This design comes from an exercise in tuning for small area, a short achievable clock period and few clock cycles per item on the open sky130 flow, not from production work.
No run shown here included a check of the RTL's function; only the layout flow was run.

## flow/design.v (module list and top-level ports; edited modules follow where they fit)
// module Calvalid: 900 lines
// module CalvalidR: 902 lines
// module LowN: 7 lines
// module LowR: 5 lines
// module HiBit: 5 lines
// module LowBit: 4 lines
// module Nand2: 3 lines
// module Nand3: 3 lines
// module Nor2: 3 lines
// module Nor3: 3 lines
// module FullAdd: 4 lines
// module HitTest: 35 lines
// module RippleSub: 34 lines
module HitTest(
    input clk,
    input rst,
    input start,
    input rsel,
    input [15:0] x,
    input [15:0] y,
    input [15:0] notex,
    input [15:0] notey,
    input signed [15:0] indx,
    input signed [15:0] indy,
    output valJR,
    output valE,
    output valr,
    output valR,
    output reg ready
);
  // ...
==> flow/flow/run.sh <==
#!/bin/bash
# The standard layout, with the ports buffered by the smallest buffer
# (sky130_fd_sc_hd__buf_1) rather than the cell buffer_ports picks by itself;
# timing repair still resizes any port buffer on a critical path.
set -euo pipefail
bash standard.sh BUFFER_PORTS_ARGS="-buffer_cell sky130_fd_sc_hd__buf_1" finish > standard.log 2>&1
==> flow/standard.sh <==
#!/bin/bash
# synth_recipe.tcl (not shown) runs the flow's synth.tcl, then flattens the netlist and writes it again
# the make line also repeats each setting of config.mk as NAME=value (left out here)
make -C /OpenROAD-flow-scripts/flow DESIGN_CONFIG=/design/flow/config.mk WORK_HOME=/design/flow/orfs CLKGATE_MAP_FILE= SYNTH_SCRIPT=/design/flow/synth_recipe.tcl "${@:-finish}"
==> flow/config.mk <==
export PLATFORM = sky130hd
export DESIGN_NAME = HitTest
export DESIGN_NICKNAME = HitTest
export VERILOG_FILES = /design/flow/design.v
export SDC_FILE = /design/flow/constraint.sdc
export NUM_CORES = 4
export LEC_CHECK = 0
export CAP_MARGIN = 20
export CORE_MARGIN = 2
export CORE_UTILIZATION = 60
export SETUP_SLACK_MARGIN = 2.5
export SLEW_MARGIN = 20
export SYNTH_HIERARCHICAL = 1
export SYNTH_MINIMUM_KEEP_SIZE = 0
==> flow/constraint.sdc <==
create_clock -name core_clock -period 10.0 [get_ports {clk}]
set_input_delay 2.0000 -clock core_clock [delete_from_list [all_inputs] [get_ports {clk}]]
set_output_delay 2.0000 -clock core_clock [all_outputs]
set_load 0.01 [all_outputs]
==> results.sh, run 1 <==
export IMPL_critPathSlowestCell="dfxtp_1"
export IMPL_crit_start="nby[7]"
export IMPL_grt_most_used_layer="met2"
export IMPL_synth_compound_area_share_pct=3.603
export IMPL_cp_top_family="adder cells"
export IMPL_fmax_ghz=0.1388
export IMPL_root_buffer="clkbuf_16"
export IMPL_critical_path_depth=13
export IMPL_dp_cells=2266
export IMPL_seqCellArea_um2=1483
export IMPL_preCtsSetupSlack_ns=2.808
export IMPL_outcome="complete, no violations"
export IMPL_cts_clk_slew_worst_paths_ns=0.06
export IMPL_area_growth_pct=4.811
export IMPL_overflow=0
export IMPL_use_met2_pct=52.35
export IMPL_diodes=3
export IMPL_synth_most_common_cell="fa_1"
export IMPL_synth_simple_gate_area_share_pct=17.06
export IMPL_cts_tree="built"
export IMPL_grt_pass1_vias=14900
export IMPL_wl_mm=46.75
export IMPL_wl_per_cell_um=20.47
export IMPL_fp_row_count=65
export IMPL_drv_cap=0
export IMPL_final_hold_viol_count=0
export IMPL_syn_area_um2=19060
export IMPL_hold_path_end="rs"
export IMPL_antenna_found_initial=2
export IMPL_drc_errors=0
==> module HitTest, before the edit <==
module HitTest(
    input clk,
    input rst,
    input start,
    input rsel,
    input [15:0] x,
    input [15:0] y,
    input [15:0] notex,
    input [15:0] notey,
    input signed [15:0] indx,
    input signed [15:0] indy,
    output valJR,
    output valE,
    output valr,
    output valR,
    output reg ready
);
reg [16:0] nax, nay, nbx, nby;
reg rs;
wire [16:0] dax, day, dbx, dby;
RippleSub subax(.p(x), .c(notex), .nd(dax));
RippleSub subay(.p(y), .c(notey), .nd(day));
RippleSub subbx(.p(x), .c(indx), .nd(dbx));
RippleSub subby(.p(y), .c(indy), .nd(dby));
always @(posedge clk) begin
    ready <= start & ~rst;
    nax <= dax;
    nay <= day;
    nbx <= dbx;
    nby <= dby;
    rs <= rsel;
end
Calvalid calvN(.na(nax), .nb(nay), .rsel(rs), .inJR(valJR), .inE(valE), .inR(valr));
CalvalidR calvI(.na(nbx), .nb(nby), .rsel(rs), .inR(valR));
endmodule
==> module RippleSub, before the edit <==
module RippleSub(
    input [15:0] p,
    input [15:0] c,
    output [16:0] nd
);
wire [16:0] u = ~{p[15], p};
wire [16:0] v = {c[15], c};
wire [17:0] k;
wire [7:0] g = u[7:0] & v[7:0];
wire [7:0] t = u[7:0] | v[7:0];
wire G1 = g[1] | (t[1] & g[0]);
wire G2 = g[3] | (t[3] & g[2]);
wire T2 = t[3] & t[2];
wire G3 = G2 | (T2 & G1);
wire G4 = g[5] | (t[5] & g[4]);
wire T4 = t[5] & t[4];
wire G5 = g[7] | (t[7] & g[6]);
wire T5 = t[7] & t[6];
wire G6 = G5 | (T5 & G4);
wire T6 = T5 & T4;
wire G7 = G6 | (T6 & G3);
assign k[0] = 1'b0;
assign k[8] = G7;
assign nd[0] = u[0] ^ v[0];
assign k[1] = g[0];
genvar i;
generate for (i = 1; i < 17; i = i + 1) begin : r
    if (i != 7) begin : f
        FullAdd fa(.a(u[i]), .b(v[i]), .c(k[i]), .s(nd[i]), .co(k[i + 1]));
    end else begin : e
        assign nd[i] = u[i] ^ v[i] ^ k[i];
    end
end endgenerate
endmodule
==> run 2: changes to the inputs <==
--- a/flow/design.v
+++ b/flow/design.v
@@ -1857,10 +1857,11 @@
 reg [16:0] nax, nay, nbx, nby;
 reg rs;
 wire [16:0] dax, day, dbx, dby;
-RippleSub subax(.p(x), .c(notex), .nd(dax));
-RippleSub subay(.p(y), .c(notey), .nd(day));
-RippleSub subbx(.p(x), .c(indx), .nd(dbx));
-RippleSub subby(.p(y), .c(indy), .nd(dby));
+wire [15:0] nx = ~x, ny = ~y;    
+RippleSub subax(.np(nx), .c(notex), .nd(dax));
+RippleSub subay(.np(ny), .c(notey), .nd(day));
+RippleSub subbx(.np(nx), .c(indx), .nd(dbx));
+RippleSub subby(.np(ny), .c(indy), .nd(dby));
 always @(posedge clk) begin
     ready <= start & ~rst;
     nax <= dax;
@@ -1873,15 +1874,15 @@
 CalvalidR calvI(.na(nbx), .nb(nby), .rsel(rs), .inR(valR));
 endmodule
 module RippleSub(
-    input [15:0] p,
+    input [15:0] np,
     input [15:0] c,
     output [16:0] nd
 );
-wire [16:0] u = ~{p[15], p};
+wire [16:0] u = {np[15], np};
 wire [16:0] v = {c[15], c};
 wire [17:0] k;
-wire [7:0] g = u[7:0] & v[7:0];
-wire [7:0] t = u[7:0] | v[7:0];
+wire [8:0] g = u[8:0] & v[8:0];
+wire [8:0] t = u[8:0] | v[8:0];
 wire G1 = g[1] | (t[1] & g[0]);
 wire G2 = g[3] | (t[3] & g[2]);
 wire T2 = t[3] & t[2];
@@ -1893,13 +1894,14 @@
 wire G6 = G5 | (T5 & G4);
 wire T6 = T5 & T4;
 wire G7 = G6 | (T6 & G3);
+wire G8 = g[8] | (t[8] & G7);
 assign k[0] = 1'b0;
-assign k[8] = G7;
+assign k[9] = G8;
 assign nd[0] = u[0] ^ v[0];
 assign k[1] = g[0];
 genvar i;
 generate for (i = 1; i < 17; i = i + 1) begin : r
-    if (i != 7) begin : f
+    if (i != 8) begin : f
         FullAdd fa(.a(u[i]), .b(v[i]), .c(k[i]), .s(nd[i]), .co(k[i + 1]));
     end else begin : e
         assign nd[i] = u[i] ^ v[i] ^ k[i];
--- a/flow/config.mk
+++ b/flow/config.mk
@@ -8,7 +8,7 @@
 export CAP_MARGIN = 20
 export CORE_MARGIN = 2
 export CORE_UTILIZATION = 60
-export SETUP_SLACK_MARGIN = 2.5
+export SETUP_SLACK_MARGIN = 3.5
 export SLEW_MARGIN = 20
 export SYNTH_HIERARCHICAL = 1
 export SYNTH_MINIMUM_KEEP_SIZE = 0
==> run 2 against run 1 <==
Effect of this change:
- still clean
- final area is 3.8% higher
- non-clock buffer count is 76 higher
- sequential cell count stayed put
- critical path depth is 3 higher
- via count is 1.4% higher
- routed wire length is 2.3% higher
- worst setup slack better by 0.25 ns
- first-iteration DRC count is 43% higher
- utilization is 3.6 points higher
==> results.sh, run 2 <==
export IMPL_worstHoldStart="rsel"
export IMPL_fillCellCount=2478
export IMPL_critPathBufInv=3
export IMPL_max_stage_delay_ns=0.60
export IMPL_layoutNonFillerInstCount=2313
export IMPL_synthCells=1835
export IMPL_hold_path_end="rs"
export IMPL_drv_cap=0
export IMPL_root_buffer="clkbuf_16"
export IMPL_cts_sinks=70
export IMPL_wl_mm=47.83
export IMPL_drtPass1Iterations=5
export IMPL_ant_nets=0
export IMPL_area_growth_pct=9.714
export IMPL_grt_pass1_vias=15340
export IMPL_setup_viol_count_final=0
export IMPL_cts_clk_slew_worst_paths_ns=0.06
export IMPL_wl_per_cell_um=20.68
export IMPL_crit_fanout=4
export IMPL_dp_cells=2210
export IMPL_dieArea_um2=32930
export IMPL_critical_path_class="flop to primary output"
export IMPL_timing_final_crit_share_pct=69.55
export IMPL_syn_avg_cell_area_um2=10.30
export IMPL_critPathSlowestCell="fa_2"
export IMPL_numCtsBuffers=9
export IMPL_ys_types=57
export IMPL_grt_use_total_pct=31.97
export IMPL_cp_top_family="adder cells"
export IMPL_overflow=0
export IMPL_final_hold_viol_count=0
export IMPL_cts_tree="built"
export IMPL_layout_nets=2629
export IMPL_htreeDepth=3
export IMPL_dpl_hpwl_mm=36.13
export IMPL_drc_errors=0
export IMPL_grt_pass1_wl_mm=80.15
export IMPL_tightest_slew_ns=0.6202
export IMPL_synth_most_common_cell="fa_1"
export IMPL_slew_viol_final=0
export IMPL_antenna_found_initial=1
export IMPL_hold_buffers=0
export IMPL_synth_largest_area_cell="fa_1"
export IMPL_final_util_pct=67.24
export IMPL_ys_flop_type="dfxtp_1"
export IMPL_synth_top_area_share_pct=56.15
export IMPL_clockBufferDepth=2
export IMPL_vias_per_cell=5.762
export IMPL_drive_gt1_share_pct=15.40
export IMPL_final_common_cell="fa_1"
export IMPL_final_cell_mix="510 x fa_1, 502 x nor2_1, 100 x buf_1, 85 x ha_1, 77 x buf_4"
export IMPL_setup_tns_ns=0
export IMPL_ys_top_cells_by_count="530 x fa_1, 514 x nor2_1, 121 x clkbuf_1"
export IMPL_globalplace_congestion=0.8696
export IMPL_path_cells="buf_12 -> buf_4 -> nor2_2 -> fa_1 -> fa_2 -> fa_2 -> fa_2 -> fa_2 -> fa_1 -> xor2_1 -> xnor2_1 -> nand3_1 -> nor3_2 -> nand3_4 -> nor2b_2 -> buf_2"
export IMPL_min_path_cells=1
export IMPL_die_width_um=181.5
export IMPL_fp_row_count=64
export IMPL_synth_edf_count=0
export IMPL_synth_seq_area_share_pct=7.416
export IMPL_hold_worst_slack_ns=1.770
export IMPL_num_io_pins=105
export IMPL_drt_iter0_drc=941
export IMPL_rsz0062_at_grt="true"
export IMPL_hold_path_class="input port to flop"
export IMPL_min_period_ns=6.955
export IMPL_end_kind="primary output"
export IMPL_critPathRequiredTime_ns=8.00
export IMPL_synthTopCellsByArea="fa_1 56%, nor2_1 10%, dfxtp_1 7.4%"
export IMPL_initial_utilization_pct=61.29
export IMPL_worst_ep_arrival_time_ns=4.96
export IMPL_grt_max_degree=19
export IMPL_port_buffers=104
export IMPL_yosys_register_bits=70
export IMPL_dr_total_vias=13330
export IMPL_die_h_um=181.5
export IMPL_core_area_um2=30830
export IMPL_critPathLaunchType="flop"
export IMPL_crit_top_cell="fa_2"
export IMPL_async_flop_share_pct=0
export IMPL_ys_warn_count=7
export IMPL_max_slew_margin_pct=58.60
export IMPL_syn_area_um2=18900
export IMPL_outcome="complete, no violations"
export IMPL_fmax_ghz=0.1438
[run 2: cell count changes in the layout (fill, tap and decap cells not counted), sizes merged, moves of 6 or more]
cell	change
inv	-46
o22ai	+9
o21ai	+8
nor4	+6
buf	+76
nand2	-11
a21oi	+7
maj3	-8
[run 2: cells by family after synthesis]
logic type / Yosys count / share of synthesized area (%)
multiplexers: 2 / 0.1060
flip-flops: 70 / 7.416
adder cells (fa/ha/maj): 618 / 61.98
AO/OA/AOI/OAI: 103 / 3.794
AND/OR/NAND/NOR: 734 / 17.07
other: 2 / 0.03974
buffers and inverters: 192 / 4.019
XOR/XNOR: 114 / 5.575
[run 2: per-stage QoR]
| step | instance area [um2] | worst slack, ns |
|---|---|---|
| after floorplan | 18980 | 3.500 |
| after global placement | 19310 | 2.764 |
| after detailed placement | 19310 | 2.746 |
| after CTS | 20610 | 3.025 |
| after global routing | 20730 | 2.835 |
| final | 20730 | 3.045 |
[run 2: repair_timing]
| action | 4_1_cts | 5_1_grt |
|---|---|---|
| pin swaps | 30 | 11 |
| endpoints found under the setup margin | 4 | 4 |
| buffers inserted | 83 | 3 |
| cloned | 0 | 0 |
| resized for setup | 161 | 25 |
[run 2: cell type report]
type / count / area, um2 / share of cell area (%)
clock inverters: 6 / 50.05 / 0.2414
clock buffers: 10 / 239.0 / 1.153
inverters: 55 / 206.4 / 0.9958
well taps: 396 / 495.5 / 2.390
diodes: 1 / 2.502 / 0.01207
multi-input cells: 1579 / 16930 / 81.66
repair buffers: 196 / 1204 / 5.806
flip-flops and latches: 70 / 1605 / 7.743
[run 2: Yosys stat by module, one instance, submodules excluded, a selection]
| module | cells inside | flip-flops and latches |
|---|---|---|
| Nor3 | 1 | 0 |
| LowN | 123 | 0 |
| HitTest | 103 | 70 |
| CalvalidR | 392 | 0 |
| LowR | 45 | 0 |
| Calvalid | 401 | 0 |
| Nand3 | 1 | 0 |
| Nor2 | 1 | 0 |
| Nand2 | 1 | 0 |
| FullAdd | 1 | 0 |
| RippleSub | 22 | 0 |
[run 2: metal layers]
layer	vias up	routed length (um)	part of all wire, %	GRT usage (%)
met3	95	3814	8.0	5.917
met2	566	24050	50	54.76
li1	5788	-	-	-
met1	6878	18390	38	41.99
met5	-	0	0	0
met4	0	1566	3.3	9.431
[run 2: how the worst max path moves through the flow]
| stage | startpoint | end | slack [ns] | depth (start not counted) |
|---|---|---|---|---|
| floorplan | nbx[7] | valR | 3.50 | 15 |
| global placement | nay[7] | valE | 2.76 | 17 |
| detailed placement | nay[7] | valr | 2.75 | 17 |
| CTS | nax[6] | valr | 3.02 | 15 |
| global route | nbx[2] | valR | 2.83 | 16 |
| finish | nax[1] | valr | 3.04 | 16 |
==> run 3: changes to the inputs <==
--- a/flow/config.mk
+++ b/flow/config.mk
@@ -8,7 +8,7 @@
 export CAP_MARGIN = 20
 export CORE_MARGIN = 2
 export CORE_UTILIZATION = 60
-export SETUP_SLACK_MARGIN = 3.5
+export SETUP_SLACK_MARGIN = 3
 export SLEW_MARGIN = 20
 export SYNTH_HIERARCHICAL = 1
 export SYNTH_MINIMUM_KEEP_SIZE = 0
==> run 3 against run 2 <==
Effect of this change:
- still clean
- global-route usage is 0.29 points lower
- utilization is essentially flat
- via count up 1.1%
- hold slack improved by 0.0076 ns
- synthesized cell count is the same
- cell count is 0.69% lower
- sequential share of layout area barely moved
- first-iteration DRC count fell by 16%
- worst setup slack lost 0.038 ns
- count of clock-buffer cells in the layout did not move
- critical path type unchanged
==> results.sh, run 3 <==
export IMPL_outcome="complete, no violations"
export IMPL_clockBufferDepth=2
export IMPL_drt_iter0_drc=788
export IMPL_initial_utilization_pct=61.29
export IMPL_synth_most_common_cell="fa_1"
export IMPL_diodes=0
export IMPL_synthTopCellsByArea="fa_1 56%, nor2_1 10%, dfxtp_1 7.4%"
export IMPL_ant_nets=0
export IMPL_final_hold_viol_count=0
export IMPL_wl_per_cell_um=21.12
export IMPL_numCtsBuffers=9
export IMPL_num_io_pins=105
export IMPL_die_h_um=181.5
export IMPL_syn_avg_cell_area_um2=10.30
export IMPL_core_area_um2=30830
export IMPL_synth_seq_area_share_pct=7.416
export IMPL_async_flop_share_pct=0
export IMPL_synthCells=1835
export IMPL_dr_total_vias=13480
export IMPL_ys_top_cells_by_count="530 x fa_1, 514 x nor2_1, 121 x clkbuf_1"
export IMPL_critPathLaunchType="flop"
export IMPL_grt_pass1_vias=15100
export IMPL_globalplace_congestion=0.8827
export IMPL_ys_types=57
export IMPL_multiInputGateArea_um2=16920
export IMPL_final_common_cell="fa_1"
export IMPL_drive_gt1_share_pct=14.20
export IMPL_port_buffers=104
export IMPL_final_cell_mix="518 x fa_1, 505 x nor2_1, 100 x buf_1, 84 x ha_1, 69 x xnor2_1"
export IMPL_worst_ep_arrival_time_ns=4.99
export IMPL_cts_tree="built"
export IMPL_syn_area_um2=18900
export IMPL_rsz0062_at_grt="true"
export IMPL_hold_path_class="input port to flop"
export IMPL_hold_buffers=0
export IMPL_fp_row_count=64
export IMPL_die_width_um=181.5
export IMPL_min_period_ns=6.993
export IMPL_synth_top_area_share_pct=56.15
export IMPL_htreeDepth=3
export IMPL_wl_mm=48.52
export IMPL_crit_fanout=13
export IMPL_vias_per_cell=5.868
export IMPL_cts_clk_slew_worst_paths_ns=0.06
export IMPL_setup_tns_ns=0
export IMPL_antenna_found_initial=1
export IMPL_fmax_ghz=0.1430
export IMPL_tightest_slew_ns=0.5271
export IMPL_drc_errors=0
export IMPL_critical_path_class="flop to primary output"
export IMPL_fillCellCount=2488
export IMPL_area_growth_pct=9.753
export IMPL_grt_use_total_pct=31.68
export IMPL_setup_viol_count_final=0
export IMPL_hold_worst_slack_ns=1.777
export IMPL_slew_viol_final=0
export IMPL_synth_edf_count=0
export IMPL_synth_largest_area_cell="fa_1"
export IMPL_dieArea_um2=32930
export IMPL_max_slew_margin_pct=64.86
export IMPL_ys_flop_type="dfxtp_1"
export IMPL_overflow=0
export IMPL_grt_max_degree=19
export IMPL_end_kind="primary output"
export IMPL_seqCellArea_um2=1607
export IMPL_root_buffer="clkbuf_16"
export IMPL_dpl_hpwl_mm=37.05
export IMPL_drv_cap=0
export IMPL_critPathRequiredTime_ns=8.00
export IMPL_cts_sinks=70
export IMPL_drtPass1Iterations=5
export IMPL_grt_pass1_wl_mm=79.90
export IMPL_timing_final_crit_share_pct=69.93
export IMPL_yosys_register_bits=70
export IMPL_layout_nets=2615
export IMPL_ys_warn_count=7
run 3: cell count changes in the layout (fill, tap and decap cells not counted), moves of 2 or more:
cell / change
bufinv_16: +3
or2_4: -2
buf_4: -17
buf_6: -3
nor2_2: -3
or2_2: +2
fa_1: +8
ha_4: +2
inv_6: -3
fa_2: -8
nor2_1: +3
buf_12: +5
run 3: modules after synthesis (local to each module, per instance), a selection:
module     cells  flops+latches  cell area, um2
RippleSub     22              0           147.6
Nand2          1              0           3.754
Nand3          1              0           5.005
Calvalid     401              0            1936
FullAdd        1              0           20.02
LowR          45              0           380.4
HitTest      103             70            1535
Nor3           1              0           10.01
LowN         123              0           957.2
Nor2           1              0           3.754
CalvalidR    392              0            1833
run 3: layout make-up:
class                      count  share of cell area (%)
timing repair buffer         182                   5.629
multi-input combinational   1579                   81.57
sequential                    70                   7.747
tap                          396                   2.389
clock buffer                  10                   1.152
clock inverter                 5                  0.5128
inverter                      55                  0.9955
run 3: cell families after synthesis:
group                    Yosys count  synth area share [%]
AND/OR/NAND/NOR                  734                 17.07
adder cells (fa/ha/maj)          618                 61.98
buffers and inverters            192                 4.019
XOR/XNOR                         114                 5.575
AO/OA/AOI/OAI                    103                 3.794
flip-flops                        70                 7.416
other                              2               0.03974
multiplexers                       2                0.1060
run 3: final timing paths:
check | to | slack [ns] | depth (start not counted) | from
max | valE | 3.01 | 14 | nax[1]
min | rs | 1.78 | 1 | rsel
run 3: critical path, cell delays in order (launching register included):
cell	delay (ns)
dfxtp_4	0.40
or2_2	0.33
fa_1	0.42
fa_1	0.45
fa_1	0.49
fa_2	0.41
fa_1	0.48
fa_1	0.58
xor2_1	0.19
xnor2_1	0.14
nand3_1	0.13
nor3_2	0.20
nand3_4	0.15
nor2b_2	0.15
buf_2	0.14
run 3: repair_timing:
item / 4_1_cts / 5_1_grt
buffers inserted: 20 / 49
pin swaps: 4 / 20
setup endpoints to repair: 4 / 4
resized for setup: 112 / 65
gates cloned: 0 / 1
run 3: stage by stage:
stage / setup WS [ns] / instance area [um2] / instances / util [%]
after CTS: 2.984 / 20040 / 2247 / 65.01
after detailed placement: 2.734 / 19310 / 2212 / 62.64
final: 3.007 / 20740 / 2297 / 67.27
after global routing: 2.797 / 20740 / 2297 / 67.27
after global placement: 2.813 / 19310 / 2212 / 62.64
after floorplan: 3.315 / 18920 / 1841 / -
run 3: routing by layer:
metal / GRT usage (%) / up-vias / wire [um]
met5: 0 / - / 14
met3: 5.235 / 117 / 3064
met1: 41.02 / 7036 / 18840
li1: - / 5762 / -
met2: 54.77 / 562 / 24780
met4: 10.63 / 2 / 1820
==> run 4: changes to the inputs <==
--- a/flow/config.mk
+++ b/flow/config.mk
@@ -8,7 +8,7 @@
 export CAP_MARGIN = 20
 export CORE_MARGIN = 2
 export CORE_UTILIZATION = 60
-export SETUP_SLACK_MARGIN = 3
+export SETUP_SLACK_MARGIN = 2.5
 export SLEW_MARGIN = 20
 export SYNTH_HIERARCHICAL = 1
 export SYNTH_MINIMUM_KEEP_SIZE = 0
==> run 4 against run 3 <==
Effect of this change:
- cell count decreased by 3.0%
- hold slack got worse by 0.0062 ns
- fmax fell by 3.6%
- final area shrank 4.7%
- die area unchanged
- non-clock buffer count shrank 70
- worst setup slack worse by 0.26 ns
- utilization down 3.2 points
- sequential share of layout area is 0.16 points lower
- critical path type unchanged
- largest cell class unchanged
==> results.sh, run 4 <==
export IMPL_max_slew_margin_pct=33.82
export IMPL_synthTopCellsByArea="fa_1 56%, nor2_1 10%, dfxtp_1 7.4%"
export IMPL_cts_sinks=70
export IMPL_drt_iter0_drc=691
export IMPL_timing_final_crit_share_pct=72.56
export IMPL_initial_utilization_pct=61.29
export IMPL_drive_gt1_share_pct=7.974
export IMPL_synth_edf_count=0
export IMPL_layoutNonFillerInstCount=2227
export IMPL_max_stage_delay_ns=0.97
export IMPL_min_path_cells=1
export IMPL_final_common_cell="fa_1"
export IMPL_drv_cap=0
export IMPL_htreeDepth=3
export IMPL_worstHoldStart="rsel"
export IMPL_overflow=0
export IMPL_rsz0062_at_grt="true"
export IMPL_crit_fanout=18
export IMPL_drc_errors=0
export IMPL_critPathSlowestCell="dfxtp_1"
export IMPL_critPathLaunchType="flop"
export IMPL_hold_buffers=0
export IMPL_synthCells=1835
export IMPL_fp_row_count=64
export IMPL_wl_mm=46.88
export IMPL_vias_per_cell=5.876
export IMPL_ys_top_cells_by_count="530 x fa_1, 514 x nor2_1, 121 x clkbuf_1"
export IMPL_layout_nets=2545
export IMPL_core_area_um2=30830
export IMPL_ant_nets=0
export IMPL_antenna_found_initial=1
export IMPL_synth_largest_area_cell="fa_1"
export IMPL_cts_tree="built"
export IMPL_path_cells="nor2_1 -> ha_1 -> fa_1 -> fa_1 -> fa_1 -> fa_1 -> fa_1 -> xor2_1 -> xnor2_1 -> nand3_1 -> nor3_2 -> nand3_1 -> nor2b_1 -> buf_1"
export IMPL_yosys_register_bits=70
export IMPL_fillCellCount=2559
export IMPL_syn_area_um2=18900
export IMPL_cts_clk_slew_worst_paths_ns=0.06
export IMPL_cp_top_family="adder cells"
export IMPL_dpl_hpwl_mm=37.05
export IMPL_setup_viol_count_final=0
export IMPL_critical_path_class="flop to primary output"
export IMPL_ys_warn_count=7
export IMPL_critPathRequiredTime_ns=8.00
export IMPL_tightest_slew_ns=0.9913
export IMPL_drtPass1Iterations=5
export IMPL_fmax_ghz=0.1378
export IMPL_grt_use_total_pct=31.35
export IMPL_slew_viol_final=0
export IMPL_clockBufferDepth=2
export IMPL_synth_seq_area_share_pct=7.416
export IMPL_dp_cells=2212
export IMPL_grt_pass1_wl_mm=79.15
export IMPL_end_kind="primary output"
export IMPL_final_cell_mix="530 x fa_1, 514 x nor2_1, 104 x buf_1, 88 x ha_1, 71 x xnor2_1"
export IMPL_min_period_ns=7.256
export IMPL_num_io_pins=105
export IMPL_ys_flop_type="dfxtp_1"
export IMPL_hold_path_end="rs"
export IMPL_grt_max_degree=19
export IMPL_wl_per_cell_um=21.05
export IMPL_root_buffer="clkbuf_16"
export IMPL_post_cts_setup_buffer_count=0
export IMPL_crit_top_cell="fa_1"
export IMPL_dieArea_um2=32930
export IMPL_synth_top_area_share_pct=56.15
export IMPL_dr_total_vias=13090
export IMPL_syn_avg_cell_area_um2=10.30
export IMPL_critPathBufInv=1
export IMPL_area_growth_pct=4.562
export IMPL_ys_types=57
export IMPL_port_buffers=104
export IMPL_globalplace_congestion=0.8827
export IMPL_die_h_um=181.5
export IMPL_grt_pass1_vias=14920
export IMPL_worst_ep_arrival_time_ns=5.26
export IMPL_hold_path_class="input port to flop"
export IMPL_final_hold_viol_count=0
export IMPL_outcome="complete, no violations"
export IMPL_numCtsBuffers=9
export IMPL_async_flop_share_pct=0
export IMPL_diodes=0
export IMPL_setup_tns_ns=0
export IMPL_die_width_um=181.5
export IMPL_synth_most_common_cell="fa_1"
-- run 4: cell count changes in the layout (fill, tap and decap cells not counted), sizes merged --
cell    delta
buf       -69
clkbuf     -1
-- run 4: area by class of cell --
type                       count  area [um2]  area share [%]
multi-input combinational   1579       16760           84.81
sequential                    70        1499           7.587
tap                          396       495.5           2.508
timing repair buffer         112       454.2           2.299
clock buffer                  10       239.0           1.210
inverter                      55       206.4           1.045
clock inverter                 5       106.4          0.5383
-- run 4: logic make-up (layout without fill, tap and decap cells) --
group	Yosys count	in the layout	synth area share [%]
XOR/XNOR	114	114	5.575
AND/OR/NAND/NOR	734	734	17.07
other	2	8	0.03974
multiplexers	2	2	0.1060
adder cells (fa/ha/maj)	618	618	61.98
flip-flops	70	70	7.416
AO/OA/AOI/OAI	103	103	3.794
buffers and inverters	192	182	4.019
-- run 4: repair_timing --
item / 4_1_cts / 5_1_grt
cloned: 0 / 0
gates resized for setup: 17 / 46
endpoints found under the setup margin: 3 / 4
-- run 4: stage by stage --
stage / hold WS [ns] / worst slack (ns) / instance area [um2] / util, %
after global placement: 2.110 / 2.813 / 19310 / 62.64
after floorplan: 2.028 / 3.315 / 18920 / -
after CTS: 1.763 / 2.508 / 19680 / 63.83
after detailed placement: 2.113 / 2.734 / 19310 / 62.64
final: 1.771 / 2.744 / 19760 / 64.09
after global routing: 1.758 / 2.490 / 19760 / 64.09
-- run 4: worst max path at each step --
stage,end,slack (ns),cells after the start,from
after floorplan,valE,3.32,19,nax[2]
after global placement,valE,2.81,17,nay[3]
after detailed placement,valE,2.73,17,nay[1]
after CTS,valE,2.51,14,nax[10]
after global routing,valE,2.49,17,nax[4]
final,valR,2.74,14,nby[5]
-- run 4: modules after synthesis, one instance, submodules excluded, excerpt --
module | cells inside | copies in the design | flops+latches | cell area, um2
Calvalid | 401 | 1 | 0 | 1936
HitTest | 103 | 1 | 70 | 1535
LowN | 123 | 1 | 0 | 957.2
LowR | 45 | 1 | 0 | 380.4
Nand2 | 1 | 3 | 0 | 3.754
Nand3 | 1 | 15 | 0 | 5.005
Nor2 | 1 | 2 | 0 | 3.754
Nor3 | 1 | 4 | 0 | 10.01
RippleSub | 22 | 4 | 0 | 147.6
-- run 4: metal layers --
layer	track usage, %	vias to the layer above	part of all wire [%]
li1	-	5619	-
met1	40.70	6852	39
met2	54.18	498	51
met3	4.914	114	6.5
met4	10.76	2	3.9
met5	0	-	0.017
==> run 5: changes to the inputs <==
--- a/flow/config.mk
+++ b/flow/config.mk
@@ -7,8 +7,8 @@
 export LEC_CHECK = 0
 export CAP_MARGIN = 20
 export CORE_MARGIN = 2
-export CORE_UTILIZATION = 60
-export SETUP_SLACK_MARGIN = 2.5
+export CORE_UTILIZATION = 75
+export SETUP_SLACK_MARGIN = 3.5
 export SLEW_MARGIN = 20
 export SYNTH_HIERARCHICAL = 1
 export SYNTH_MINIMUM_KEEP_SIZE = 0
==> run 5 against run 4 <==
Effect of this change:
- area after synthesis stayed put
- routed wire length is 3.4% higher
- largest cell class unchanged
- first-iteration DRC count increased by 84%
- die area is 20% lower
- hold slack lost 0.0080 ns
- still clean
==> results.sh, run 5 <==
export IMPL_synth_most_common_cell="fa_1"
export IMPL_ant_nets=0
export IMPL_die_h_um=162.7
export IMPL_cts_tree="built"
export IMPL_yosys_register_bits=70
export IMPL_rsz0062_at_grt="true"
export IMPL_dr_total_vias=14120
export IMPL_drv_cap=0
export IMPL_ys_types=57
export IMPL_hold_buffers=0
export IMPL_fmax_ghz=0.1443
export IMPL_cts_sinks=70
export IMPL_path_cells="buf_6 -> buf_4 -> nor2_4 -> fa_2 -> fa_1 -> fa_2 -> fa_2 -> fa_1 -> fa_1 -> xnor2_2 -> xnor2_1 -> nand3_1 -> nor3_2 -> nand3_2 -> nor2b_2 -> buf_2"
export IMPL_grt_max_degree=19
export IMPL_grt_pass1_vias=15360
export IMPL_syn_area_um2=18900
export IMPL_critical_path_class="flop to primary output"
export IMPL_critPathBufInv=3
export IMPL_clockBufferDepth=2
export IMPL_vias_per_cell=6.284
export IMPL_initial_utilization_pct=75.69
export IMPL_critPathRequiredTime_ns=8.00
export IMPL_synthTopCellsByArea="fa_1 56%, nor2_1 10%, dfxtp_1 7.4%"
export IMPL_final_cell_mix="511 x fa_1, 501 x nor2_1, 100 x buf_1, 86 x ha_1, 75 x buf_4"
export IMPL_slew_viol_final=0
export IMPL_numCtsBuffers=9
export IMPL_timing_final_crit_share_pct=69.32
export IMPL_max_slew_margin_pct=59.37
export IMPL_root_buffer="clkbuf_16"
export IMPL_ys_top_cells_by_count="530 x fa_1, 514 x nor2_1, 121 x clkbuf_1"
export IMPL_fin_ws_ns=3.068
export IMPL_outcome="complete, no violations"
export IMPL_drt_iter0_drc=1271
export IMPL_antenna_found_initial=1
export IMPL_synth_top_area_share_pct=56.15
export IMPL_die_width_um=162.7
export IMPL_dpl_hpwl_mm=35.26
export IMPL_port_buffers=104
export IMPL_htreeDepth=3
export IMPL_tightest_slew_ns=0.6087
export IMPL_final_common_cell="fa_1"
export IMPL_grt_use_total_pct=38.64
export IMPL_synthCells=1835
export IMPL_setup_viol_count_final=0
export IMPL_final_hold_viol_count=0
export IMPL_setup_tns_ns=0
export IMPL_end_kind="primary output"
export IMPL_hold_worst_slack_ns=1.763
export IMPL_drive_gt1_share_pct=15.66
export IMPL_ys_warn_count=7
export IMPL_synth_largest_area_cell="fa_1"
export IMPL_async_flop_share_pct=0
export IMPL_wl_mm=48.48
export IMPL_area_growth_pct=9.694
export IMPL_wl_per_cell_um=21.57
export IMPL_synth_edf_count=0
export IMPL_cp_top_family="adder cells"
export IMPL_core_area_um2=24960
export IMPL_drtPass1Iterations=7
export IMPL_min_period_ns=6.932
export IMPL_globalplace_congestion=0.9537
export IMPL_critPathSlowestCell="fa_1"
export IMPL_dieArea_um2=26480
export IMPL_max_stage_delay_ns=0.59
export IMPL_drc_errors=0
export IMPL_hold_path_class="input port to flop"
export IMPL_crit_fanout=5
export IMPL_critPathLaunchType="flop"
export IMPL_ys_flop_type="dfxtp_1"
export IMPL_layout_nets=2629
export IMPL_overflow=0
export IMPL_syn_avg_cell_area_um2=10.30
export IMPL_synth_seq_area_share_pct=7.416
export IMPL_preCtsSetupSlack_ns=2.874
export IMPL_grt_pass1_wl_mm=77.60
export IMPL_fp_row_count=58
export IMPL_worst_ep_arrival_time_ns=4.93
export IMPL_num_io_pins=105
export IMPL_cts_clk_slew_worst_paths_ns=0.06
[run 5: path summary, 6_finish.rpt]
check / startpoint / endpoint / cells after the start
worst max-delay path: nax[0] / valJR / 16
worst min-delay path: rsel / rs / 1
[run 5: metal layers]
metal	global-route usage, %	wire length [um]
met5	0	0
met4	17.38	2664
met3	7.512	4833
met2	65.83	24590
met1	48.57	16390
[run 5: repair_timing]
| item | in CTS | in global routing |
|---|---|---|
| pin swaps | 16 | 30 |
| setup endpoints to repair | 4 | 4 |
| setup buffers | 43 | 46 |
| cloned | 0 | 1 |
| gates resized for setup | 131 | 55 |
[run 5: final cells by class]
type / count / area, um2
inverters: 55 / 206.4
repair buffers: 196 / 1219
well taps: 330 / 412.9
clock buffers: 10 / 229.0
fillers: 1480 / 4237
multi-input cells: 1579 / 16940
clock inverters: 6 / 93.84
flip-flops and latches: 70 / 1623
diodes: 1 / 2.502
[run 5: through the flow]
step	cell area, um2	utilization (%)	std cells
after floorplan	18980	-	1841
after global placement	19190	76.89	2140
after detailed placement	19190	76.89	2140
after CTS	20160	80.74	2199
after global routing	20730	83.03	2247
final	20730	83.03	2247
[run 5: cell families after synthesis]
logic type	Yosys count	share of synthesized area, %
AO/OA/AOI/OAI	103	3.794
XOR/XNOR	114	5.575
adder cells (fa/ha/maj)	618	61.98
buffers and inverters	192	4.019
flip-flops	70	7.416
multiplexers	2	0.1060
other	2	0.03974
AND/OR/NAND/NOR	734	17.07
[run 5: Yosys stat by module, one instance, submodules excluded, a selection]
module	copies in the design	cell area, um2	flops+latches	cells
LowN	1	957.2	0	123
Nor3	4	10.01	0	1
Nand2	3	3.754	0	1
CalvalidR	1	1833	0	392
Nor2	2	3.754	0	1
Nand3	15	5.005	0	1
FullAdd	528	20.02	0	1
LowR	1	380.4	0	45
RippleSub	4	147.6	0	22
HitTest	1	1535	70	103
Calvalid	1	1936	0	401
==> run 6: changes to the inputs <==
==> flow/flow/run.sh (replaced) <==
#!/bin/bash
set -euo pipefail
B="BUFFER_PORTS_ARGS=-buffer_cell sky130_fd_sc_hd__buf_1"
R=orfs/results/sky130hd/HitTest/base
bash standard.sh "$B" place > standard_place.log 2>&1
cat > upsize.tcl <<EOT
read_liberty $FLOW_HOME/platforms/sky130hd/lib/sky130_fd_sc_hd__tt_025C_1v80.lib
read_db $R/3_place.odb
set n 0
foreach inst [[ord::get_db_block] getInsts] {
  set name [\$inst getName]
  if {[[\$inst getMaster] getName] eq "sky130_fd_sc_hd__dfxtp_1" && [string match {n[ab][xy]*} \$name]} {
    replace_cell \$name sky130_fd_sc_hd__dfxtp_4
    incr n
  }
}
puts "upsized \$n registers"
detailed_placement
check_placement -verbose
write_db $R/3_place.odb
EOT
openroad -no_init -exit upsize.tcl > upsize.log 2>&1
bash standard.sh "$B" finish > standard_finish.log 2>&1
--- a/flow/config.mk
+++ b/flow/config.mk
@@ -7,8 +7,8 @@
 export LEC_CHECK = 0
 export CAP_MARGIN = 20
 export CORE_MARGIN = 2
-export CORE_UTILIZATION = 75
-export SETUP_SLACK_MARGIN = 3.5
+export CORE_UTILIZATION = 60
+export SETUP_SLACK_MARGIN = 2.5
 export SLEW_MARGIN = 20
 export SYNTH_HIERARCHICAL = 1
 export SYNTH_MINIMUM_KEEP_SIZE = 0
==> run 6 against run 5 <==
Effect of this change:
- critical endpoint is now valE
- routed wire length decreased by 3.2%
- highest routed layer is now met5
- still clean on timing, DRC and antenna
- non-clock buffer count decreased by 84
- critical path type unchanged
- synthesized cell count unchanged
- die area increased by 24%
- sequential share of layout area increased by 0.52 points
- final area decreased by 4.3%
- global-route usage decreased by 7.3 points
==> results.sh, run 6 <==
export IMPL_grt_pass1_vias=14930
export IMPL_final_hold_viol_count=0
export IMPL_diodes=0
export IMPL_max_stage_delay_ns=0.48
export IMPL_syn_area_um2=18900
export IMPL_cts_clk_slew_worst_paths_ns=0.06
export IMPL_ys_flop_type="dfxtp_1"
export IMPL_min_period_ns=7.149
export IMPL_initial_utilization_pct=61.29
export IMPL_dp_cells=2212
export IMPL_synthTopCellsByArea="fa_1 56%, nor2_1 10%, dfxtp_1 7.4%"
export IMPL_dieArea_um2=32930
export IMPL_hold_buffers=0
export IMPL_cts_tree="built"
export IMPL_post_cts_setup_buffer_count=0
export IMPL_drive_gt1_share_pct=9.175
export IMPL_final_cell_mix="530 x fa_1, 514 x nor2_1, 104 x buf_1, 88 x ha_1, 71 x xnor2_1"
export IMPL_port_buffers=104
export IMPL_critPathSlowestCell="fa_1"
export IMPL_synthCells=1835
export IMPL_root_buffer="clkbuf_16"
export IMPL_synth_largest_area_cell="fa_1"
export IMPL_die_width_um=181.5
export IMPL_rsz0062_at_grt="false"
export IMPL_grt_pass1_wl_mm=79.23
export IMPL_final_common_cell="fa_1"
export IMPL_fp_row_count=64
export IMPL_drc_errors=0
export IMPL_cts_resized=0
export IMPL_synth_seq_area_share_pct=7.416
export IMPL_ys_warn_count=7
export IMPL_final_util_pct=64.34
export IMPL_fmax_ghz=0.1399
export IMPL_globalplace_congestion=0.8827
export IMPL_synth_edf_count=0
export IMPL_path_cells="buf_4 -> nor2_1 -> fa_1 -> fa_1 -> ha_1 -> fa_1 -> ha_1 -> ha_1 -> a21oi_1 -> o21ai_1 -> a21o_1 -> a21o_1 -> xnor3_1 -> nand3_1 -> nor3_2 -> nand3_2 -> nor2b_1 -> buf_1"
export IMPL_setup_viol_count_final=0
export IMPL_vias_per_cell=5.899
export IMPL_critPathRequiredTime_ns=8.00
export IMPL_core_area_um2=30830
export IMPL_fin_ws_ns=2.851
export IMPL_numCtsBuffers=9
export IMPL_layoutNonFillerInstCount=2227
export IMPL_hold_path_end="rs"
export IMPL_wl_per_cell_um=21.08
export IMPL_fin_area_um2=19840
export IMPL_dpl_hpwl_mm=37.05
export IMPL_ys_types=57
export IMPL_dr_total_vias=13140
export IMPL_critical_path_class="flop to primary output"
export IMPL_die_h_um=181.5
export IMPL_fillCellCount=2556
export IMPL_setup_tns_ns=0
export IMPL_cts_sinks=70
export IMPL_antenna_found_initial=1
export IMPL_clockBufferDepth=2
export IMPL_overflow=0
export IMPL_async_flop_share_pct=0
export IMPL_num_io_pins=105
export IMPL_grt_use_total_pct=31.36
export IMPL_htreeDepth=3
export IMPL_preCtsSetupSlack_ns=2.734
export IMPL_synth_top_area_share_pct=56.15
export IMPL_layout_nets=2545
export IMPL_outcome="complete, no violations"
export IMPL_worst_ep_arrival_time_ns=5.15
export IMPL_hold_path_class="input port to flop"
export IMPL_end_kind="primary output"
export IMPL_wl_mm=46.94
export IMPL_syn_avg_cell_area_um2=10.30
export IMPL_crit_fanout=18
export IMPL_grt_max_degree=19
export IMPL_dpl_cell_area_um2=19310
export IMPL_area_growth_pct=4.979
export IMPL_drtPass1Iterations=5
export IMPL_slew_viol_final=0
export IMPL_drt_iter0_drc=737
export IMPL_ys_top_cells_by_count="530 x fa_1, 514 x nor2_1, 121 x clkbuf_1"
export IMPL_ant_nets=0
export IMPL_yosys_register_bits=70
export IMPL_drv_cap=0
export IMPL_min_path_cells=1
export IMPL_timing_final_crit_share_pct=71.49
export IMPL_hold_worst_slack_ns=1.773
export IMPL_critPathLaunchType="flop"
export IMPL_worstHoldStart="rsel"
export IMPL_synth_most_common_cell="fa_1"
run 6: cell counts after synthesis:
No cell type changed its count.
run 6: final cells by class:
cell class              count  area (um2)  share of cell area (%)
clock buffers               9       225.2                   1.135
well taps                 396       495.5                   2.498
clock inverters             6       40.04                  0.2018
inverters                  55       206.4                   1.041
multi-input cells        1579       16760                   84.50
flip-flops and latches     70        1657                   8.351
repair buffers            112       450.4                   2.271
run 6: cells by family after synthesis:
kind of cell,synth area share (%)
AND/OR/NAND/NOR,17.07
adder cells (fa/ha/maj),61.98
buffers and inverters,4.019
XOR/XNOR,5.575
AO/OA/AOI/OAI,3.794
flip-flops,7.416
other,0.03974
multiplexers,0.1060
run 6: how the worst max path moves through the flow:
stage	to	from
after detailed placement	valE	nay[1]
after global routing	valE	nay[7]
after CTS	valE	nay[7]
final	valE	nay[7]
after global placement	valE	nay[3]
after floorplan	valE	nax[2]
run 6: modules after synthesis, one instance, submodules excluded, a selection:
module	flops+latches	copies in the design	area (um2)
CalvalidR	0	1	1833
FullAdd	0	528	20.02
LowN	0	1	957.2
HitTest	70	1	1535
Nor2	0	2	3.754
Calvalid	0	1	1936
RippleSub	0	4	147.6
run 6: critical path: cells and delay by family, from the launching register on:
kind,cells,cell delay [ns]
AOI/OAI and AO/OA,4,0.73
xor gates and xnor gates,1,0.19
adders and majority gates,6,2.38
buffers and inverters,2,0.44
DFF,1,0.33
and+or+nand+nor,5,0.75
run 6: metal layers:
metal / vias up / share of wire (%) / track usage, %
met5: - / 0.017 / 0
met4: 2 / 3.9 / 10.37
met3: 123 / 6.1 / 4.773
met2: 507 / 51 / 54.45
met1: 6886 / 39 / 40.74
li1: 5619 / - / -
==> run 7: changes to the inputs <==
==> flow/flow/run.sh (replaced) <==
#!/bin/bash
set -euo pipefail
B="BUFFER_PORTS_ARGS=-buffer_cell sky130_fd_sc_hd__buf_1"
R=orfs/results/sky130hd/HitTest/base
bash standard.sh "$B" floorplan > standard_floorplan.log 2>&1
cat > upsize.tcl <<EOT
read_liberty $FLOW_HOME/platforms/sky130hd/lib/sky130_fd_sc_hd__tt_025C_1v80.lib
read_db $R/2_floorplan.odb
set n 0
foreach inst [[ord::get_db_block] getInsts] {
  set name [\$inst getName]
  if {[[\$inst getMaster] getName] eq "sky130_fd_sc_hd__dfxtp_1" && [string match {n[ab][xy]*} \$name]} {
    replace_cell \$name sky130_fd_sc_hd__dfxtp_4
    incr n
  }
}
puts "upsized \$n registers"
write_db $R/2_floorplan.odb
EOT
openroad -no_init -exit upsize.tcl > upsize.log 2>&1
bash standard.sh "$B" finish > standard_finish.log 2>&1
==> run 7 against run 6 <==
Effect of this change:
- still clean
- hold slack lost 0.015 ns
- cell count shrank 0.31%
- utilization shrank 0.073 points
- area after synthesis is the same
- critical path type unchanged
- largest cell class unchanged
==> results.sh, run 7 <==
export IMPL_layout_nets=2537
export IMPL_grt_pass1_wl_mm=76.37
export IMPL_numCtsBuffers=9
export IMPL_clockBufferDepth=2
export IMPL_critPathLaunchType="flop"
export IMPL_synth_most_common_cell="fa_1"
export IMPL_setup_viol_count_final=0
export IMPL_cts_resized=0
export IMPL_yosys_register_bits=70
export IMPL_min_period_ns=7.113
export IMPL_vias_per_cell=5.845
export IMPL_crit_fanout=18
export IMPL_timing_final_crit_share_pct=71.13
export IMPL_num_io_pins=105
export IMPL_ys_top_cells_by_count="530 x fa_1, 514 x nor2_1, 121 x clkbuf_1"
export IMPL_setup_tns_ns=0
export IMPL_ant_nets=0
export IMPL_ys_flop_type="dfxtp_1"
export IMPL_drv_cap=0
export IMPL_final_cell_mix="530 x fa_1, 514 x nor2_1, 104 x buf_1, 88 x ha_1, 71 x xnor2_1"
export IMPL_ys_types=57
export IMPL_rsz0062_at_grt="false"
export IMPL_globalplace_congestion=0.9110
export IMPL_hold_buffers=0
export IMPL_cts_tree="built"
export IMPL_ys_warn_count=7
export IMPL_htreeDepth=3
export IMPL_syn_area_um2=18900
export IMPL_root_buffer="clkbuf_16"
export IMPL_end_kind="primary output"
export IMPL_wl_per_cell_um=20.50
export IMPL_synthCells=1835
export IMPL_final_util_pct=64.27
export IMPL_die_h_um=181.5
export IMPL_max_stage_delay_ns=0.49
export IMPL_hold_path_class="input port to flop"
export IMPL_cts_clk_slew_worst_paths_ns=0.06
export IMPL_dpl_hpwl_mm=36.04
export IMPL_cts_sinks=70
export IMPL_synth_seq_area_share_pct=7.416
export IMPL_critical_path_class="flop to primary output"
export IMPL_fmax_ghz=0.1406
export IMPL_syn_avg_cell_area_um2=10.30
export IMPL_port_buffers=104
export IMPL_final_hold_viol_count=0
export IMPL_fillCellCount=2585
export IMPL_final_common_cell="fa_1"
export IMPL_drc_errors=0
export IMPL_antenna_found_initial=0
export IMPL_core_area_um2=30830
export IMPL_synth_top_area_share_pct=56.15
export IMPL_synth_largest_area_cell="fa_1"
export IMPL_async_flop_share_pct=0
export IMPL_drt_iter0_drc=815
export IMPL_drtPass1Iterations=5
export IMPL_synthTopCellsByArea="fa_1 56%, nor2_1 10%, dfxtp_1 7.4%"
export IMPL_fp_row_count=64
export IMPL_path_cells="nor2b_1 -> fa_1 -> fa_1 -> ha_1 -> fa_1 -> ha_1 -> ha_1 -> a21oi_1 -> o21ai_1 -> a21o_1 -> a21o_1 -> xnor3_1 -> nand3_1 -> nor3_2 -> nand3_1 -> nor2b_1 -> buf_1"
export IMPL_overflow=0
export IMPL_die_width_um=181.5
export IMPL_drive_gt1_share_pct=8.827
export IMPL_critPathRequiredTime_ns=8.00
export IMPL_grt_use_total_pct=30.12
export IMPL_diodes=0
export IMPL_grt_pass1_vias=14410
export IMPL_wl_mm=45.52
export IMPL_outcome="complete, no violations"
export IMPL_worst_ep_arrival_time_ns=5.11
export IMPL_initial_utilization_pct=61.29
export IMPL_post_cts_setup_buffer_count=0
export IMPL_synth_edf_count=0
export IMPL_slew_viol_final=0
export IMPL_critPathSlowestCell="dfxtp_4"
export IMPL_dieArea_um2=32930
export IMPL_grt_max_degree=19
export IMPL_dr_total_vias=12980
export IMPL_area_growth_pct=4.860
[run 7: cell counts after synthesis]
Identical to the previous run, type by type.
[run 7: worst max-delay path: cells and delay by family (launching register included)]
family,cells,cell delay (ns)
compound gates,4,0.76
xor+xnor,1,0.19
fa+ha+maj,6,2.36
buf+inv,1,0.16
flops,1,0.49
simple gates,5,0.83
[run 7: per-module statistics from Yosys (local to each module, per instance), a selection]
| module | cells | flip-flops and latches | area, um2 | copies in the design |
|---|---|---|---|---|
| LowR | 45 | 0 | 380.4 | 1 |
| Calvalid | 401 | 0 | 1936 | 1 |
| Nand3 | 1 | 0 | 5.005 | 15 |
| CalvalidR | 392 | 0 | 1833 | 1 |
| Nor3 | 1 | 0 | 10.01 | 4 |
| Nand2 | 1 | 0 | 3.754 | 3 |
| HitTest | 103 | 70 | 1535 | 1 |
| FullAdd | 1 | 0 | 20.02 | 528 |
[run 7: cell type report]
| cell class | instances | area, um2 | area share [%] |
|---|---|---|---|
| Clock buffer | 10 | 239.0 | 1.206 |
| Clock inverter | 6 | 68.82 | 0.3473 |
| Tap cell | 396 | 495.5 | 2.501 |
| Inverter | 55 | 206.4 | 1.042 |
| Multi-Input combinational cell | 1579 | 16760 | 84.57 |
| Timing Repair Buffer | 104 | 390.4 | 1.970 |
| Sequential cell | 70 | 1657 | 8.361 |
[run 7: final timing paths]
kind,from,endpoint,cells past startpoint
worst min-delay path,rsel,rs,1
worst max-delay path,nax[4],valJR,17
[run 7: stage by stage]
stage / hold slack, ns / cell area (um2) / setup WS [ns] / cells
final: 1.758 / 19810 / 2.887 / 2220
after global routing: 1.755 / 19810 / 2.556 / 2220
after CTS: 1.746 / 19810 / 2.881 / 2220
after detailed placement: 2.112 / 19510 / 3.258 / 2204
after global placement: 2.105 / 19510 / 3.345 / 2204
after floorplan: 2.028 / 18920 / 3.315 / 1841
[run 7: kinds of logic after synthesis]
logic type,Yosys count,synth area share (%)
AO/OA/AOI/OAI,103,3.794
XOR/XNOR,114,5.575
adder cells (fa/ha/maj),618,61.98
buffers and inverters,192,4.019
flip-flops,70,7.416
multiplexers,2,0.1060
other,2,0.03974
AND/OR/NAND/NOR,734,17.07
[run 7: metal layers]
| layer | part of all wire, % | GRT usage [%] | vias up |
|---|---|---|---|
| met2 | 49 | 50.01 | 523 |
| met5 | 0 | 0 | - |
| met4 | 3.5 | 9.626 | 0 |
| met1 | 40 | 40.71 | 6746 |
| met3 | 7.2 | 5.415 | 97 |
| li1 | - | - | 5610 |

[what the ideal ports hide]
The results above use ideal ports. As a check the final layouts listed here were re-extracted and re-timed, cells and wires unchanged. Step 1: set_driving_cell puts a clkbuf_16 on clk and a buf_2 on each other input, an assumption about the parent block. Step 2, shift: input delay + t, output delay - t, t = (earliest + latest rising clock arrival at the registers) / 2. This alone moves slack from input paths to output paths. Slacks: ideal ports / drivers / drivers and shift; pairs: ideal ports / drivers.
| run | shift t [ns] | setup WS [ns] | worst register clock-pin slew, ns |
|---|---|---|---|
| run 1 | 0.384 | 2.793 / 2.746 / 2.845 | 0.06 / 0.06 |
| run 2 | 0.383 | 3.045 / 2.998 / 3.380 | 0.07 / 0.07 |
| run 3 | 0.384 | 3.007 / 2.961 / 3.345 | 0.06 / 0.06 |
| run 4 | 0.386 | 2.744 / 2.698 / 3.083 | 0.06 / 0.06 |
| run 5 | 0.377 | 3.068 / 3.025 / 3.402 | 0.06 / 0.06 |
| run 6 | 0.385 | 2.851 / 2.806 / 3.191 | 0.06 / 0.06 |
| run 7 | 0.387 | 2.887 / 2.843 / 3.229 | 0.06 / 0.06 |
After both steps every run listed still meets setup and hold.
